From an optimization exercise on the open Yosys and OpenROAD flow, aimed at small area and a short achievable clock period; shortcuts taken in it are not production practice.
Function was checked by simulation only, so behaviour that the tests miss may differ from the original.

## flow/design.v (module list and top-level ports; edited modules follow where they fit)
// module Nbit_reg: 18 lines
// module lc4_divider: 17 lines
// module lc4_divider_one_iter: 17 lines
// module lc4_alu: 29 lines
// module br: 10 lines
// module operation: 15 lines
// module compare: 21 lines
// module jsr: 11 lines
// module alu_logic: 14 lines
// module ldr_str: 6 lines
// module rti: 5 lines
// module alu_const: 5 lines
// module shift: 14 lines
// module jump: 11 lines
// module hiconst: 6 lines
// module trap: 5 lines
// module lc4_decoder: 75 lines
// module lc4_regfile_ss: 59 lines
// module lc4_processor: 368 lines
module lc4_processor(input wire         clk,              
                     input wire         rst,              
                     input wire         gwe,              
                     output wire [15:0] o_cur_pc,         
                     input wire [15:0]  i_cur_insn_A,     
                     input wire [15:0]  i_cur_insn_B,     
                     output wire [15:0] o_dmem_addr,      
                     input wire [15:0]  i_cur_dmem_data,  
                     output wire        o_dmem_we,        
                     output wire [15:0] o_dmem_towrite,   
                     output wire [ 1:0] test_stall_A,         
                     output wire [ 1:0] test_stall_B,         
                     output wire [15:0] test_cur_pc_A,        
                     output wire [15:0] test_cur_pc_B,
                     output wire [15:0] test_cur_insn_A,      
                     output wire [15:0] test_cur_insn_B,
                     output wire        test_regfile_we_A,    
                     output wire        test_regfile_we_B,
                     output wire [ 2:0] test_regfile_wsel_A,  
                     output wire [ 2:0] test_regfile_wsel_B,
                     output wire [15:0] test_regfile_data_A,  
                     output wire [15:0] test_regfile_data_B,
                     output wire        test_nzp_we_A,        
                     output wire        test_nzp_we_B,
                     output wire [ 2:0] test_nzp_new_bits_A,  
                     output wire [ 2:0] test_nzp_new_bits_B,
                     output wire        test_dmem_we_A,       
                     output wire        test_dmem_we_B,
                     output wire [15:0] test_dmem_addr_A,     
                     output wire [15:0] test_dmem_addr_B,
                     output wire [15:0] test_dmem_data_A,     
                     output wire [15:0] test_dmem_data_B
                     );
  // ...
==> flow/run.sh <==
#!/bin/bash
# synth_recipe.tcl (not shown) runs the flow's synth.tcl, then flattens the netlist and writes it again
# the make line also repeats each setting of config.mk as NAME=value (left out here)
make -C /OpenROAD-flow-scripts/flow DESIGN_CONFIG=/design/flow/config.mk WORK_HOME=/design/flow/orfs CLKGATE_MAP_FILE= SYNTH_SCRIPT=/design/flow/synth_recipe.tcl finish
==> flow/config.mk <==
export PLATFORM = sky130hd
export DESIGN_NAME = lc4_processor
export DESIGN_NICKNAME = lc4_processor
export VERILOG_FILES = /design/flow/design.v
export SDC_FILE = /design/flow/constraint.sdc
export NUM_CORES = 4
export LEC_CHECK = 0
export CAP_MARGIN = 20
export CORE_MARGIN = 2
export CORE_UTILIZATION = 28
export SLEW_MARGIN = 20
==> flow/constraint.sdc <==
create_clock -name core_clock -period 45.0 [get_ports {clk}]
set_input_delay 9.0000 -clock core_clock [delete_from_list [all_inputs] [get_ports {clk}]]
set_output_delay 9.0000 -clock core_clock [all_outputs]
set_load 0.01 [all_outputs]
==> results_dict.tcl, run 1 <==
set metrics [dict create \
    status "finished clean" \
    core_mm2 0.323 \
    top_usage_layer "met2" \
    worstPathArrival_ns 43.02 \
    cts_tree "built" \
    finalCritPeriodShare_pct 94.2 \
    timing.rr.end "z_reg.state$_SDFFE_PP0P_" \
    tap_cells 4325 \
    ctsResizeCount 0 \
    grt_max_degree 176 \
    area_growth_pct 11.3 \
    final_antenna_net_count 0 \
    io_pins 282 \
    seqCellArea_mm2 0.0137 \
    yosysMostFrequentCell "nand2_1" \
    yosysUniqueCellTypes 123 \
    gp_routability_congestion 1.05 \
    multi_input_cells 10400 \
    clock_latency_ns 0.71 \
    critPathBufInv 7 \
    yosys.area.top_type "dfxtp_1" \
    globalRouteMet1Util_pct 37.1 \
    synth-edff-count 0 \
    hold_violations 0 \
    clkbuf_count 95 \
    fin_crit_ns 42.41 \
    route.met3.wl_mm 62.5 \
    avgRoutedWirePerCell_um 28.9 \
    inverters 597 \
    slowest_delay_ns 0.72 \
    cp.required_ns 45.61 \
    nFillCells 35100 \
    post_cts_buffers 0 \
    worstRegToRegCells 144 \
    min_path_type "reg2reg" \
    drc_errors 0 \
    h-tree-depth 3 \
    min_from "X_branch_B.state$_SDFFE_PP0P_" \
    grt_pass1_vias 93300 \
    min_path_cells 1 \
    synthMuxAreaShare_pct 3.23 \
]
==> module lc4_divider, before the edit <==
module lc4_divider(input  wire [15:0] i_dividend,
                   input  wire [15:0] i_divisor,
                   output wire [15:0] o_remainder,
                   output wire [15:0] o_quotient);
      wire[15:0] dividend[16:0];
      wire[15:0] quotient[16:0];
      wire[15:0] remainder[16:0];
      assign dividend[0] = i_dividend;
      assign quotient[0] = 16'd0;
      assign remainder[0] = 16'd0;
      genvar i;
      for(i = 0; i < 16; i = i+1) begin
        lc4_divider_one_iter h0(.i_dividend(dividend[i]), .i_divisor(i_divisor), .i_remainder(remainder[i]), .i_quotient(quotient[i]), .o_dividend(dividend[i+1]), .o_remainder(remainder[i+1]), .o_quotient(quotient[i+1]));
      end
      assign o_remainder = i_divisor == 0 ? 0 : remainder[16];
      assign o_quotient = i_divisor == 0 ? 0 : quotient[16];
endmodule  
==> module lc4_alu, before the edit <==
module lc4_alu(input  wire [15:0] i_insn,
               input wire [15:0]  i_pc,
               input wire [15:0]  i_r1data,
               input wire [15:0]  i_r2data,
               output wire [15:0] o_result);
      wire [15:0] o_br, o_operation, o_cmp, o_jsr, o_logic, o_ldr_str, o_rti, o_const, o_shift, o_jump, o_hiconst, o_trap;
      br h0(.operation_type(i_insn[15:12]), .br_type(i_insn[11:9]), 
            .adder(i_insn[8:0]), .pc(i_pc), .o(o_br));
      operation h1(.operation_type(i_insn[15:12]), .op_type(i_insn[5:3]), 
                   .adder(i_insn[4:0]), .r1_data(i_r1data), .r2_data(i_r2data), .o(o_operation));
      compare h2(.operation_type(i_insn[15:12]), .cmp_type(i_insn[8:7]), 
                 .adder(i_insn[6:0]), .r1_data(i_r1data), .r2_data(i_r2data), .o(o_cmp));
      jsr h3(.operation_type(i_insn[15:12]), .jsr_type(i_insn[11]), 
                 .adder(i_insn[10:0]), .r1_data(i_r1data), .pc(i_pc), .o(o_jsr));
      alu_logic h4(.operation_type(i_insn[15:12]), .logic_type(i_insn[5:3]), 
                 .adder(i_insn[4:0]), .r1_data(i_r1data), .r2_data(i_r2data), .o(o_logic));
      ldr_str h5(.operation_type(i_insn[15:12]), .adder(i_insn[5:0]), 
                 .r1_data(i_r1data), .o(o_ldr_str));
      rti h6(.operation_type(i_insn[15:12]), .r1_data(i_r1data), .o(o_rti));
      alu_const h7(.operation_type(i_insn[15:12]), .i_const(i_insn[8:0]), .o(o_const));
      shift h8(.operation_type(i_insn[15:12]), .shift_type(i_insn[5:4]), 
               .shift_amount(i_insn[3:0]), .r1_data(i_r1data), .r2_data(i_r2data), .o(o_shift));
      jump h9(.operation_type(i_insn[15:12]), .jump_type(i_insn[11]), 
               .jump_amount(i_insn[10:0]), .r1_data(i_r1data), .pc(i_pc), .o(o_jump));
      hiconst h10(.operation_type(i_insn[15:12]), .i_hiconst(i_insn[7:0]), 
                  .r1_data(i_r1data), .o(o_hiconst));
      trap h11(.operation_type(i_insn[15:12]), .trap_amount(i_insn[8:0]), .o(o_trap));
      assign o_result = o_br | o_operation | o_cmp | o_jsr | o_logic | o_ldr_str | o_rti | o_const | o_shift | o_jump | o_hiconst | o_trap;
endmodule
==> run 2, diff against run 1 <==
--- a/flow/design.v
+++ b/flow/design.v
@@ -25,187 +25,195 @@
                    output wire [15:0] o_remainder,
                    output wire [15:0] o_quotient);
-      wire[15:0] dividend[16:0];
-      wire[15:0] quotient[16:0];
-      wire[15:0] remainder[16:0];
-      assign dividend[0] = i_dividend;
-      assign quotient[0] = 16'd0;
-      assign remainder[0] = 16'd0;
-      genvar i;
-      for(i = 0; i < 16; i = i+1) begin
-        lc4_divider_one_iter h0(.i_dividend(dividend[i]), .i_divisor(i_divisor), .i_remainder(remainder[i]), .i_quotient(quotient[i]), .o_dividend(dividend[i+1]), .o_remainder(remainder[i+1]), .o_quotient(quotient[i+1]));
-      end
-      assign o_remainder = i_divisor == 0 ? 0 : remainder[16];
-      assign o_quotient = i_divisor == 0 ? 0 : quotient[16];
-endmodule  
-module lc4_divider_one_iter(input  wire [15:0] i_dividend,
-                            input  wire [15:0] i_divisor,
-                            input  wire [15:0] i_remainder,
-                            input  wire [15:0] i_quotient,
-                            output wire [15:0] o_dividend,
-                            output wire [15:0] o_remainder,
-                            output wire [15:0] o_quotient);
-      wire [15:0] remainder, temp_quotient, temp_remainder;
-      wire [0:0] less_than;
-      assign remainder =  (i_remainder << 1) | ((i_dividend >> 15) & 16'd1);
-      assign less_than = remainder < i_divisor;
-      assign temp_quotient = less_than[0] ? ((i_quotient << 1) | 16'd0) : ((i_quotient << 1) | 16'd1);
-      assign temp_remainder = less_than[0] ? remainder : (remainder - i_divisor);
-      assign o_quotient = (i_divisor == 0) ? 16'd0 : temp_quotient;
-      assign o_remainder = (i_divisor == 0) ? 16'd0 : temp_remainder;
-      assign o_dividend = i_dividend << 1;
+   wire [17:0] m1 = {2'd0, i_divisor};
+   wire [17:0] m2 = {m1[16:0], 1'b0};
+   wire [17:0] m3 = m1 + m2;
+   wire [1:0] t0 = i_dividend[15:14];
+   wire [2:0] s0_1 = {1'b0, t0} - {1'b0, m1[1:0]};
+   wire g0_1 = ~|m1[17:2] & ~s0_1[2];
+   wire [2:0] s0_2 = {1'b0, t0} - {1'b0, m2[1:0]};
+   wire g0_2 = ~|m2[17:2] & ~s0_2[2];
+   wire [2:0] s0_3 = {1'b0, t0} - {1'b0, m3[1:0]};
+   wire g0_3 = ~|m3[17:2] & ~s0_3[2];
+   reg [1:0] q0; reg [1:0] r0;
+   always @* begin
+      q0 = 2'd0; r0 = t0;
+      if (g0_1) begin q0 = 2'd1; r0 = s0_1[1:0]; end
+      if (g0_2) begin q0 = 2'd2; r0 = s0_2[1:0]; end
+      if (g0_3) begin q0 = 2'd3; r0 = s0_3[1:0]; end
+   end
+   wire [3:0] t1 = {r0, i_dividend[13:12]};
+   wire [4:0] s1_1 = {1'b0, t1} - {1'b0, m1[3:0]};
+   wire g1_1 = ~|m1[17:4] & ~s1_1[4];
+   wire [4:0] s1_2 = {1'b0, t1} - {1'b0, m2[3:0]};
+   wire g1_2 = ~|m2[17:4] & ~s1_2[4];
+   wire [4:0] s1_3 = {1'b0, t1} - {1'b0, m3[3:0]};
+   wire g1_3 = ~|m3[17:4] & ~s1_3[4];
+   reg [1:0] q1; reg [3:0] r1;
+   always @* begin
+      q1 = 2'd0; r1 = t1;
+      if (g1_1) begin q1 = 2'd1; r1 = s1_1[3:0]; end
+      if (g1_2) begin q1 = 2'd2; r1 = s1_2[3:0]; end
+      if (g1_3) begin q1 = 2'd3; r1 = s1_3[3:0]; end
+   end
+   wire [5:0] t2 = {r1, i_dividend[11:10]};
+   wire [6:0] s2_1 = {1'b0, t2} - {1'b0, m1[5:0]};
+   wire g2_1 = ~|m1[17:6] & ~s2_1[6];
+   wire [6:0] s2_2 = {1'b0, t2} - {1'b0, m2[5:0]};
+   wire g2_2 = ~|m2[17:6] & ~s2_2[6];
+   wire [6:0] s2_3 = {1'b0, t2} - {1'b0, m3[5:0]};
+   wire g2_3 = ~|m3[17:6] & ~s2_3[6];
+   reg [1:0] q2; reg [5:0] r2;
+   always @* begin
+      q2 = 2'd0; r2 = t2;
+      if (g2_1) begin q2 = 2'd1; r2 = s2_1[5:0]; end
+      if (g2_2) begin q2 = 2'd2; r2 = s2_2[5:0]; end
+      if (g2_3) begin q2 = 2'd3; r2 = s2_3[5:0]; end
+   end
+   wire [7:0] t3 = {r2, i_dividend[9:8]};
+   wire [8:0] s3_1 = {1'b0, t3} - {1'b0, m1[7:0]};
+   wire g3_1 = ~|m1[17:8] & ~s3_1[8];
+   wire [8:0] s3_2 = {1'b0, t3} - {1'b0, m2[7:0]};
+   wire g3_2 = ~|m2[17:8] & ~s3_2[8];
+   wire [8:0] s3_3 = {1'b0, t3} - {1'b0, m3[7:0]};
+   wire g3_3 = ~|m3[17:8] & ~s3_3[8];
+   reg [1:0] q3; reg [7:0] r3;
+   always @* begin
+      q3 = 2'd0; r3 = t3;
+      if (g3_1) begin q3 = 2'd1; r3 = s3_1[7:0]; end
+      if (g3_2) begin q3 = 2'd2; r3 = s3_2[7:0]; end
+      if (g3_3) begin q3 = 2'd3; r3 = s3_3[7:0]; end
+   end
+   wire [9:0] t4 = {r3, i_dividend[7:6]};
+   wire [10:0] s4_1 = {1'b0, t4} - {1'b0, m1[9:0]};
+   wire g4_1 = ~|m1[17:10] & ~s4_1[10];
+   wire [10:0] s4_2 = {1'b0, t4} - {1'b0, m2[9:0]};
+   wire g4_2 = ~|m2[17:10] & ~s4_2[10];
+   wire [10:0] s4_3 = {1'b0, t4} - {1'b0, m3[9:0]};
+   wire g4_3 = ~|m3[17:10] & ~s4_3[10];
+   reg [1:0] q4; reg [9:0] r4;
+   always @* begin
+      q4 = 2'd0; r4 = t4;
+      if (g4_1) begin q4 = 2'd1; r4 = s4_1[9:0]; end
+      if (g4_2) begin q4 = 2'd2; r4 = s4_2[9:0]; end
+      if (g4_3) begin q4 = 2'd3; r4 = s4_3[9:0]; end
+   end
+   wire [11:0] t5 = {r4, i_dividend[5:4]};
+   wire [12:0] s5_1 = {1'b0, t5} - {1'b0, m1[11:0]};
+   wire g5_1 = ~|m1[17:12] & ~s5_1[12];
+   wire [12:0] s5_2 = {1'b0, t5} - {1'b0, m2[11:0]};
+   wire g5_2 = ~|m2[17:12] & ~s5_2[12];
+   wire [12:0] s5_3 = {1'b0, t5} - {1'b0, m3[11:0]};
+   wire g5_3 = ~|m3[17:12] & ~s5_3[12];
+   reg [1:0] q5; reg [11:0] r5;
+   always @* begin
+      q5 = 2'd0; r5 = t5;
+      if (g5_1) begin q5 = 2'd1; r5 = s5_1[11:0]; end
+      if (g5_2) begin q5 = 2'd2; r5 = s5_2[11:0]; end
+      if (g5_3) begin q5 = 2'd3; r5 = s5_3[11:0]; end
+   end
+   wire [13:0] t6 = {r5, i_dividend[3:2]};
+   wire [14:0] s6_1 = {1'b0, t6} - {1'b0, m1[13:0]};
+   wire g6_1 = ~|m1[17:14] & ~s6_1[14];
+   wire [14:0] s6_2 = {1'b0, t6} - {1'b0, m2[13:0]};
+   wire g6_2 = ~|m2[17:14] & ~s6_2[14];
+   wire [14:0] s6_3 = {1'b0, t6} - {1'b0, m3[13:0]};
+   wire g6_3 = ~|m3[17:14] & ~s6_3[14];
+   reg [1:0] q6; reg [13:0] r6;
+   always @* begin
+      q6 = 2'd0; r6 = t6;
+      if (g6_1) begin q6 = 2'd1; r6 = s6_1[13:0]; end
+      if (g6_2) begin q6 = 2'd2; r6 = s6_2[13:0]; end
+      if (g6_3) begin q6 = 2'd3; r6 = s6_3[13:0]; end
+   end
+   wire [15:0] t7 = {r6, i_dividend[1:0]};
+   wire [16:0] s7_1 = {1'b0, t7} - {1'b0, m1[15:0]};
+   wire g7_1 = ~|m1[17:16] & ~s7_1[16];
+   wire [16:0] s7_2 = {1'b0, t7} - {1'b0, m2[15:0]};
+   wire g7_2 = ~|m2[17:16] & ~s7_2[16];
+   wire [16:0] s7_3 = {1'b0, t7} - {1'b0, m3[15:0]};
+   wire g7_3 = ~|m3[17:16] & ~s7_3[16];
+   reg [1:0] q7; reg [15:0] r7;
+   always @* begin
+      q7 = 2'd0; r7 = t7;
+      if (g7_1) begin q7 = 2'd1; r7 = s7_1[15:0]; end
+      if (g7_2) begin q7 = 2'd2; r7 = s7_2[15:0]; end
+      if (g7_3) begin q7 = 2'd3; r7 = s7_3[15:0]; end
+   end
+   wire nz = |i_divisor;
+   assign o_quotient  = {q0, q1, q2, q3, q4, q5, q6, q7} & {16{nz}};
+   assign o_remainder = r7 & {16{nz}};
 endmodule
 `timescale 1ns / 1ps
 `default_nettype none
 module lc4_alu(input  wire [15:0] i_insn,
-               input wire [15:0]  i_pc,
-               input wire [15:0]  i_r1data,
-               input wire [15:0]  i_r2data,
-               output wire [15:0] o_result);
-      wire [15:0] o_br, o_operation, o_cmp, o_jsr, o_logic, o_ldr_str, o_rti, o_const, o_shift, o_jump, o_hiconst, o_trap;
-      br h0(.operation_type(i_insn[15:12]), .br_type(i_insn[11:9]), 
-            .adder(i_insn[8:0]), .pc(i_pc), .o(o_br));
-      operation h1(.operation_type(i_insn[15:12]), .op_type(i_insn[5:3]), 
-                   .adder(i_insn[4:0]), .r1_data(i_r1data), .r2_data(i_r2data), .o(o_operation));
-      compare h2(.operation_type(i_insn[15:12]), .cmp_type(i_insn[8:7]), 
-                 .adder(i_insn[6:0]), .r1_data(i_r1data), .r2_data(i_r2data), .o(o_cmp));
-      jsr h3(.operation_type(i_insn[15:12]), .jsr_type(i_insn[11]), 
-                 .adder(i_insn[10:0]), .r1_data(i_r1data), .pc(i_pc), .o(o_jsr));
-      alu_logic h4(.operation_type(i_insn[15:12]), .logic_type(i_insn[5:3]), 
-                 .adder(i_insn[4:0]), .r1_data(i_r1data), .r2_data(i_r2data), .o(o_logic));
-      ldr_str h5(.operation_type(i_insn[15:12]), .adder(i_insn[5:0]), 
-                 .r1_data(i_r1data), .o(o_ldr_str));
-      rti h6(.operation_type(i_insn[15:12]), .r1_data(i_r1data), .o(o_rti));
-      alu_const h7(.operation_type(i_insn[15:12]), .i_const(i_insn[8:0]), .o(o_const));
-      shift h8(.operation_type(i_insn[15:12]), .shift_type(i_insn[5:4]), 
-               .shift_amount(i_insn[3:0]), .r1_data(i_r1data), .r2_data(i_r2data), .o(o_shift));
-      jump h9(.operation_type(i_insn[15:12]), .jump_type(i_insn[11]), 
-               .jump_amount(i_insn[10:0]), .r1_data(i_r1data), .pc(i_pc), .o(o_jump));
-      hiconst h10(.operation_type(i_insn[15:12]), .i_hiconst(i_insn[7:0]), 
-                  .r1_data(i_r1data), .o(o_hiconst));
-      trap h11(.operation_type(i_insn[15:12]), .trap_amount(i_insn[8:0]), .o(o_trap));
-      assign o_result = o_br | o_operation | o_cmp | o_jsr | o_logic | o_ldr_str | o_rti | o_const | o_shift | o_jump | o_hiconst | o_trap;
-endmodule
-module br(input wire [3:0] operation_type,
-            input wire[2:0] br_type,
-            input wire[8:0] adder,
-            input wire[15:0] pc,
-            output wire[15:0] o);
-      wire[15:0] pc_plus_one, pc_plus_adder;
-      assign pc_plus_one = pc + 1;
-      assign pc_plus_adder = (pc_plus_one + {{7{adder[8]}}, adder});
-      assign o = {16{(operation_type == 0)}} & pc_plus_adder;
-endmodule
-module operation(input wire [3:0] operation_type,
-            input wire[2:0] op_type,
-            input wire[4:0] adder,
-            input wire[15:0] r1_data,
-            input wire[15:0] r2_data,
-            output wire[15:0] o);
-      wire[15:0] plus, times, minus, div, plus_adder, remainder, quotient;
-      assign plus = (r1_data + r2_data) & {16{(op_type == 0)}};
-      assign times = (r1_data * r2_data) & {16{(op_type == 1)}};
-      assign minus = (r1_data - r2_data) & {16{(op_type == 2)}};
-      assign plus_adder = (r1_data + {{11{adder[4]}}, adder}) & {16{(op_type >= 4)}};
-      lc4_divider h0(.i_dividend(r1_data), .i_divisor(r2_data), .o_remainder(remainder), .o_quotient(quotient));
-      assign div = quotient & {16{(op_type == 3)}};
-      assign o = (plus | times | minus | plus_adder | div) & {16{(operation_type == 1)}}; 
-endmodule
-module compare(input wire [3:0] operation_type,
-            input wire[1:0] cmp_type,
-            input wire[6:0] adder,
-            input wire[15:0] r1_data,
-            input wire[15:0] r2_data,
-            output wire[15:0] o);
-      wire[15:0] signed_reg, usigned_reg, signed_input, unsigned_input;
-      assign signed_reg = (($signed(r1_data) > $signed(r2_data)) | 
-                            {16{($signed(r1_data) < $signed(r2_data))}}) 
-                          & {16{(cmp_type == 0)}};
-      assign usigned_reg = ((r1_data > r2_data) | 
-                            {16{(r1_data < r2_data)}}) 
-                          & {16{(cmp_type == 1)}};
-      assign signed_input = (($signed(r1_data) > $signed(adder)) | 
-                            {16{($signed(r1_data) < $signed(adder))}}) 
-                          & {16{(cmp_type == 2)}};
-      assign unsigned_input = ((r1_data > adder) | 
-                            {16{(r1_data < adder)}}) 
-                          & {16{(cmp_type == 3)}};
-      assign o = (signed_reg | usigned_reg | signed_input | unsigned_input) & {16{(operation_type == 2)}}; 
-endmodule
-module jsr(input wire [3:0] operation_type,
-            input wire[0:0] jsr_type,
-            input wire[10:0] adder,
-            input wire[15:0] r1_data,
-            input wire[15:0] pc,
-            output wire[15:0] o);
-      wire[15:0] o_jsr, o_jsrr;
-      assign o_jsrr = (r1_data) & {16{(jsr_type == 0)}};
-      assign o_jsr = ((pc & 16'd32768) | (adder << 4)) & {16{(jsr_type == 1)}};
-      assign o = (o_jsr | o_jsrr) & {16{(operation_type == 4)}}; 
-endmodule
-module alu_logic(input wire [3:0] operation_type,
-            input wire[2:0] logic_type,
-            input wire[4:0] adder,
-            input wire[15:0] r1_data,
-            input wire[15:0] r2_data,
-            output wire[15:0] o);
-      wire[15:0] andd, nott, orr, xorr, and_with_input;
-      assign andd = (r1_data & r2_data) & {16{(logic_type == 0)}};
-      assign nott = ~r1_data & {16{(logic_type == 1)}};
-      assign orr = (r1_data | r2_data) & {16{(logic_type == 2)}};
-      assign xorr = (r1_data ^ r2_data) & {16{(logic_type == 3)}};
-      assign and_with_input = (r1_data & {{11{adder[4]}}, adder}) & {16{(logic_type >= 4)}};
-      assign o = (andd | orr | xorr | nott | and_with_input) & {16{(operation_type == 5)}}; 
-endmodule
-module ldr_str(input wire [3:0] operation_type,
-            input wire[5:0] adder,
-            input wire[15:0] r1_data,
-            output wire[15:0] o);
-      assign o = (r1_data + {{10{adder[5]}}, adder}) & {16{((operation_type == 6) || (operation_type == 7))}}; 
-endmodule
-module rti(input wire [3:0] operation_type,
-            input wire[15:0] r1_data,
-            output wire[15:0] o);
-      assign o = r1_data & {16{(operation_type == 8)}}; 
-endmodule
-module alu_const(input wire [3:0] operation_type,
-            input wire[8:0] i_const,
-            output wire[15:0] o);
-      assign o = {{7{i_const[8]}}, i_const} & {16{(operation_type == 9)}}; 
-endmodule
-module shift(input wire [3:0] operation_type,
-            input wire[1:0] shift_type,
-            input wire[3:0] shift_amount,
-            input wire[15:0] r1_data,
-            input wire[15:0] r2_data,
-            output wire[15:0] o);
-      wire[15:0] sll, sra, srl, mod, remainder, quotient;
-      assign sll = (r1_data << shift_amount) & {16{(shift_type == 0)}};
-      assign sra = $signed(($signed(r1_data)) >>> shift_amount) & {16{(shift_type == 1)}};
-      assign srl = (r1_data >> shift_amount) & {16{(shift_type == 2)}};
-      lc4_divider h0(.i_dividend(r1_data), .i_divisor(r2_data), .o_remainder(remainder), .o_quotient(quotient));
-      assign mod = remainder & {16{(shift_type == 3)}};
-      assign o = (sll | sra | srl | mod) & {16{(operation_type == 10)}}; 
-endmodule
-module jump(input wire [3:0] operation_type,
-            input wire[0:0] jump_type,
-            input wire[10:0] jump_amount,
-            input wire[15:0] r1_data,
-            input wire[15:0] pc,
-            output wire[15:0] o);
-      wire[15:0] jmp, jmpr;
-      assign jmp = r1_data & {16{(jump_type == 0)}};
-      assign jmpr = (pc + 1 + {{5{jump_amount[10]}}, jump_amount}) & {16{(jump_type== 1)}};
-      assign o = (jmp | jmpr) & {16{(operation_type == 12)}}; 
-endmodule
-module hiconst(input wire [3:0] operation_type,
-            input wire[7:0] i_hiconst,
-            input wire[15:0] r1_data,
-            output wire[15:0] o);
-      assign o = ((16'd255 & r1_data) | (i_hiconst << 8)) & {16{(operation_type == 13)}}; 
-endmodule
-module trap(input wire [3:0] operation_type,
-            input wire[7:0] trap_amount,
-            output wire[15:0] o);
-      assign o = (trap_amount | 16'd32768) & {16{(operation_type == 15)}}; 
+               input  wire [15:0] i_pc,
+               input  wire [15:0] i_r1data,
+               input  wire [15:0] i_r2data,
+               output reg  [15:0] o_result);
+   wire [3:0] op  = i_insn[15:12];
+   wire [2:0] sub = i_insn[5:3];
+   wire [15:0] sext5  = {{11{i_insn[4]}}, i_insn[4:0]};
+   wire [15:0] sext6  = {{10{i_insn[5]}}, i_insn[5:0]};
+   wire [15:0] sext9  = {{7{i_insn[8]}}, i_insn[8:0]};
+   wire [15:0] sext11 = {{5{i_insn[10]}}, i_insn[10:0]};
+   wire pcrel   = (op == 4'd0) | (op == 4'd12);
+   wire is_sub  = (op == 4'd1) & (sub == 3'd2);
+   reg  [15:0] add_b;
+   always @* begin
+      case (op)
+         4'd0:    add_b = sext9;
+         4'd12:   add_b = sext11;
+         4'd6, 4'd7: add_b = sext6;
+         default: add_b = i_insn[5] ? sext5 : (is_sub ? ~i_r2data : i_r2data);
+      endcase
+   end
+   wire [15:0] add_a = pcrel ? i_pc : i_r1data;
+   wire [15:0] sum   = add_a + add_b + {15'd0, pcrel | is_sub};
+   wire [15:0] cmp_b = i_insn[8] ? (i_insn[7] ? {9'd0, i_insn[6:0]} : {{9{i_insn[6]}}, i_insn[6:0]})
+                                 : i_r2data;
+   wire        sgn   = ~i_insn[7];
+   wire [16:0] cdiff = {1'b0, i_r1data ^ {sgn, 15'd0}} - {1'b0, cmp_b ^ {sgn, 15'd0}};
+   wire        c_lt  = cdiff[16];
+   wire        c_eq  = (i_r1data == cmp_b);
+   wire [15:0] cmp_res = c_lt ? 16'hFFFF : {15'd0, ~c_eq};
+   wire [15:0] prod = i_r1data * i_r2data;
+   wire [15:0] quo, rem;
+   lc4_divider div(.i_dividend(i_r1data), .i_divisor(i_r2data),
+                   .o_remainder(rem), .o_quotient(quo));
+   wire [15:0] sll = i_r1data << i_insn[3:0];
+   wire [15:0] srl = i_r1data >> i_insn[3:0];
+   wire [15:0] sra = $signed(i_r1data) >>> i_insn[3:0];
+   always @* begin
+      case (op)
+         4'd0:  o_result = sum;
+         4'd1:  case (sub)
+                   3'd1:    o_result = prod;
+                   3'd3:    o_result = quo;
+                   default: o_result = sum;
+                endcase
+         4'd2:  o_result = cmp_res;
+         4'd4:  o_result = i_insn[11] ? {i_pc[15], i_insn[10:0], 4'd0} : i_r1data;
+         4'd5:  case (sub)
+                   3'd0:    o_result = i_r1data & i_r2data;
+                   3'd1:    o_result = ~i_r1data;
+                   3'd2:    o_result = i_r1data | i_r2data;
+                   3'd3:    o_result = i_r1data ^ i_r2data;
+                   default: o_result = i_r1data & sext5;
+                endcase
+         4'd6, 4'd7: o_result = sum;
+         4'd8:  o_result = i_r1data;
+         4'd9:  o_result = sext9;
+         4'd10: case (i_insn[5:4])
+                   2'd0:    o_result = sll;
+                   2'd1:    o_result = sra;
+                   2'd2:    o_result = srl;
+                   default: o_result = rem;
+                endcase
+         4'd12: o_result = i_insn[11] ? sum : i_r1data;
+         4'd13: o_result = {i_insn[7:0], i_r1data[7:0]};
+         4'd15: o_result = {8'h80, i_insn[7:0]};
+         default: o_result = 16'd0;
+      endcase
+   end
 endmodule
 `timescale 1ns / 1ps
--- a/flow/config.mk
+++ b/flow/config.mk
@@ -6,6 +6,7 @@
 export NUM_CORES = 4
 export LEC_CHECK = 0
+export ABC_AREA = 1
 export CAP_MARGIN = 20
 export CORE_MARGIN = 2
-export CORE_UTILIZATION = 28
+export CORE_UTILIZATION = 35
 export SLEW_MARGIN = 20
==> run 2 against run 1 <==
Non-clock buffer count is 69 lower. Final area is 13% lower. Die area is 31% lower. Register-to-register slack better by 18 ns. Via count is 12% lower. Cell count is 9.7% lower. Fmax is 74% higher. Sequential share of layout area is 2.1 points higher. Clock skew is 0.038 ns higher. Area after synthesis is 14% lower. Critical path type unchanged. Largest cell class unchanged.
==> results_dict.tcl, run 2 <==
set metrics [dict create \
    drtPass1Iterations 11 \
    whs_ns 0.432 \
    ctsRootBufferMaster "clkbuf_16" \
    min_path_cells 2 \
    die_h_um 476 \
    synth_seq_cells 685 \
    post-place-cells 15000 \
    die_width_um 476 \
    antenna_found_initial 28 \
    io_pins 282 \
    post_cts_buffers 0 \
    grt_max_degree 166 \
    fin_crit_ns 24.35 \
    finalCritPeriodShare_pct 54.1 \
    ctsResizeCount 0 \
    hold_violations 0 \
    nNetsFinal 13100 \
    nFillCells 23900 \
    vias_per_cell 5.99 \
    instances_no_fill 15100 \
    start_util_pct 35.1 \
    h-tree-depth 3 \
    slowest_delay_ns 1.05 \
    worstRegToRegCells 120 \
    via_count 90700 \
    drt_iter0_drc 12500 \
    multi_input_area_mm2 0.0545 \
    layout_commonest_cell "nand2_1" \
    syn_area_mm2 0.0780 \
    max_freq_ghz 0.0411 \
    grt_usage_pct 36.0 \
    grt_overflow_total 0 \
    rows 173 \
    synth_warnings 228 \
    worstPathMaxFanout 19 \
    cts_tree "built" \
    setup_violations 0 \
    path_clk_slew_ns 0.06 \
    clock_latency_ns 0.75 \
    seq_area_frac_synth_pct 17.6 \
    drv_slew 0 \
    synthArstFlopShare_pct 0 \
    fin_worst_skew_ns 0.0863 \
    drv_cap 0 \
    yosysTopAreaCellShare_pct 17.6 \
    crit_type "reg2reg" \
    critPathBufInv 17 \
    core_mm2 0.222 \
    detailedPlace.worstSlack_ns 21.56 \
    regToRegSetupSlack_ns 20.65 \
    yosys.area.top_type "dfxtp_1" \
    avgRoutedWirePerCell_um 28.1 \
    cp_common_cell "nand2_1" \
    cp-end-kind "flip-flop" \
    cts.sinks 685 \
    syn_area_per_cell_um2 6.53 \
    gp_routability_congestion 1.12 \
    drc_errors 0 \
    yosysMostFrequentCell "nand2_1" \
    dpl.hpwl_mm 326 \
    numCtsBuffers 79 \
    seqCellArea_mm2 0.0137 \
    worst-slew-pin-transition_ns 1.27 \
    synth-edff-count 0 \
    ys_top_cells_by_area "dfxtp_1 18%, ha_1 11%, nand2_1 11%" \
    fin_ws_ns 20.65 \
    crit_cells 120 \
    drive_above_1_share_pct 5.73 \
    worstPathArrival_ns 24.99 \
    grt_pass1_vias 83200 \
    cp.required_ns 45.64 \
    fin_tns_setup_ns 0 \
    syn_inst 11900 \
    holdBufCountCts 0 \
    wl_mm 425 \
    final_cell_mix "2,317 x nand2_1, 1,993 x inv_1, 970 x a21oi_1, 798 x o21ai_0, 716 x ha_1" \
    yosys-top-cells-count "2,318 x nand2_1, 1,995 x inv_1, 974 x a21oi_1" \
    slowest_stage "dfxtp_1" \
    cp_top_family "simple AND/OR/NAND/NOR gates" \
    worstSetupStartpointType "flip-flop" \
    final_antenna_net_count 0 \
    area_growth_pct 12.3 \
    status "finished clean" \
    grt_pass1_wl_mm 599 \
    yosysUniqueCellTypes 82 \
    clock_path_buffers 3 \
    min_path_type "reg2reg" \
    ys.flop_type "dfxtp_1" \
    slew_headroom_pct 14.7 \
    port_buffers 281 \
    rsz0062_at_grt "no" \
    dieArea_mm2 0.227 \
]
-- run 2: changes by cell type after synthesis, sizes merged, moves of 141 or more --
cell	change
inv	+1469
nand2	+870
nor2	-695
o22ai	+458
clkbuf	-312
xnor2	-306
o2bb2ai	-291
a211oi	-247
nand3	+186
o21a	-165
o21ai	+165
nor2b	-147
a22o	-141
-- run 2: layout make-up --
type,instances,share of cell area (%)
multi-input combinational,8660,62.2
sequential,685,15.7
inverter,2098,9.02
timing repair buffer,557,5.62
tap,2975,4.25
clock buffer,110,2.60
clock inverter,34,0.590
antenna,15,0.0429
-- run 2: tightest hold or removal path, stage by stage, from the launching register on --
cell,delay (ns)
dfxtp_1,0.30
inv_1,0.08
o22ai_1,0.08
-- run 2: kinds of logic (layout without fill, tap and decap cells) --
kind of cell / after synthesis / in the layout / synth area share, %
AOI/OAI and AO/OA: 3439 / 3439 / 27.1
xor gates and xnor gates: 418 / 418 / 4.69
and+or+nand+nor: 3867 / 3867 / 20.9
adders and majority gates: 928 / 928 / 16.9
buffers and inverters: 2602 / 2799 / 12.7
other: 0 / 15 / 0
muxes: 8 / 8 / 0.103
DFF: 685 / 685 / 17.6
-- run 2: worst paths after layout --
check,from,to
max,X_r2data_B.state[7]$_SDFFE_PP0P_,z_reg.state$_SDFFE_PP0P_
min,M_pc_A.state[4]$_SDFFE_PP0P_,W_pc_A.state[4]$_SDFFE_PP0P_
max reg2reg,X_r2data_B.state[7]$_SDFFE_PP0P_,z_reg.state$_SDFFE_PP0P_
min reg2reg,M_pc_A.state[4]$_SDFFE_PP0P_,W_pc_A.state[4]$_SDFFE_PP0P_
-- run 2: through the flow --
step / cell area [µm²] / utilization [%]
after global placement: 84700 / 38.2
after global routing: 87600 / 39.5
after floorplan: 78000 / -
after CTS: 87500 / 39.4
final: 87600 / 39.5
after detailed placement: 84700 / 38.2
-- run 2: metal layers --
layer / part of all wire, % / up-vias / global-route usage, % / wire, µm
met1: 40 / 42600 / 46.0 / 168000
met4: 7.9 / 26 / 22.7 / 33700
met2: 40 / 5930 / 52.2 / 170000
li1: - / 40700 / - / -
met3: 12 / 1473 / 11.4 / 52000
met5: 0.041 / - / 0.576 / 172

-- static timing again, ports no longer ideal --
The flow's constraints put no driver on any port. The routed layouts listed below were extracted and timed again, unchanged, in two steps.
Step 1: set_driving_cell puts a clkbuf_16 on clk and a buf_2 on each other input, an assumption about the parent block.
Step 2, shift: input delay + t, output delay - t, t = (earliest + latest rising clock arrival at the registers) / 2. This alone moves slack from input paths to output paths.
a / b / c = no drivers / after step 1 / after step 2; a / b = the first two.
| run | t (ns) | slack for setup (ns) | worst setup path at the end | latest minus earliest clock arrival (ns) |
|---|---|---|---|---|
| run 1 | 0.772 | 2.593 / 2.593 / 2.593 | register to register | 0.057 / 0.057 |
| run 2 | 0.802 | 20.651 / 20.651 / 20.651 | register to register | 0.088 / 0.088 |
After both steps every run listed still meets setup and hold.
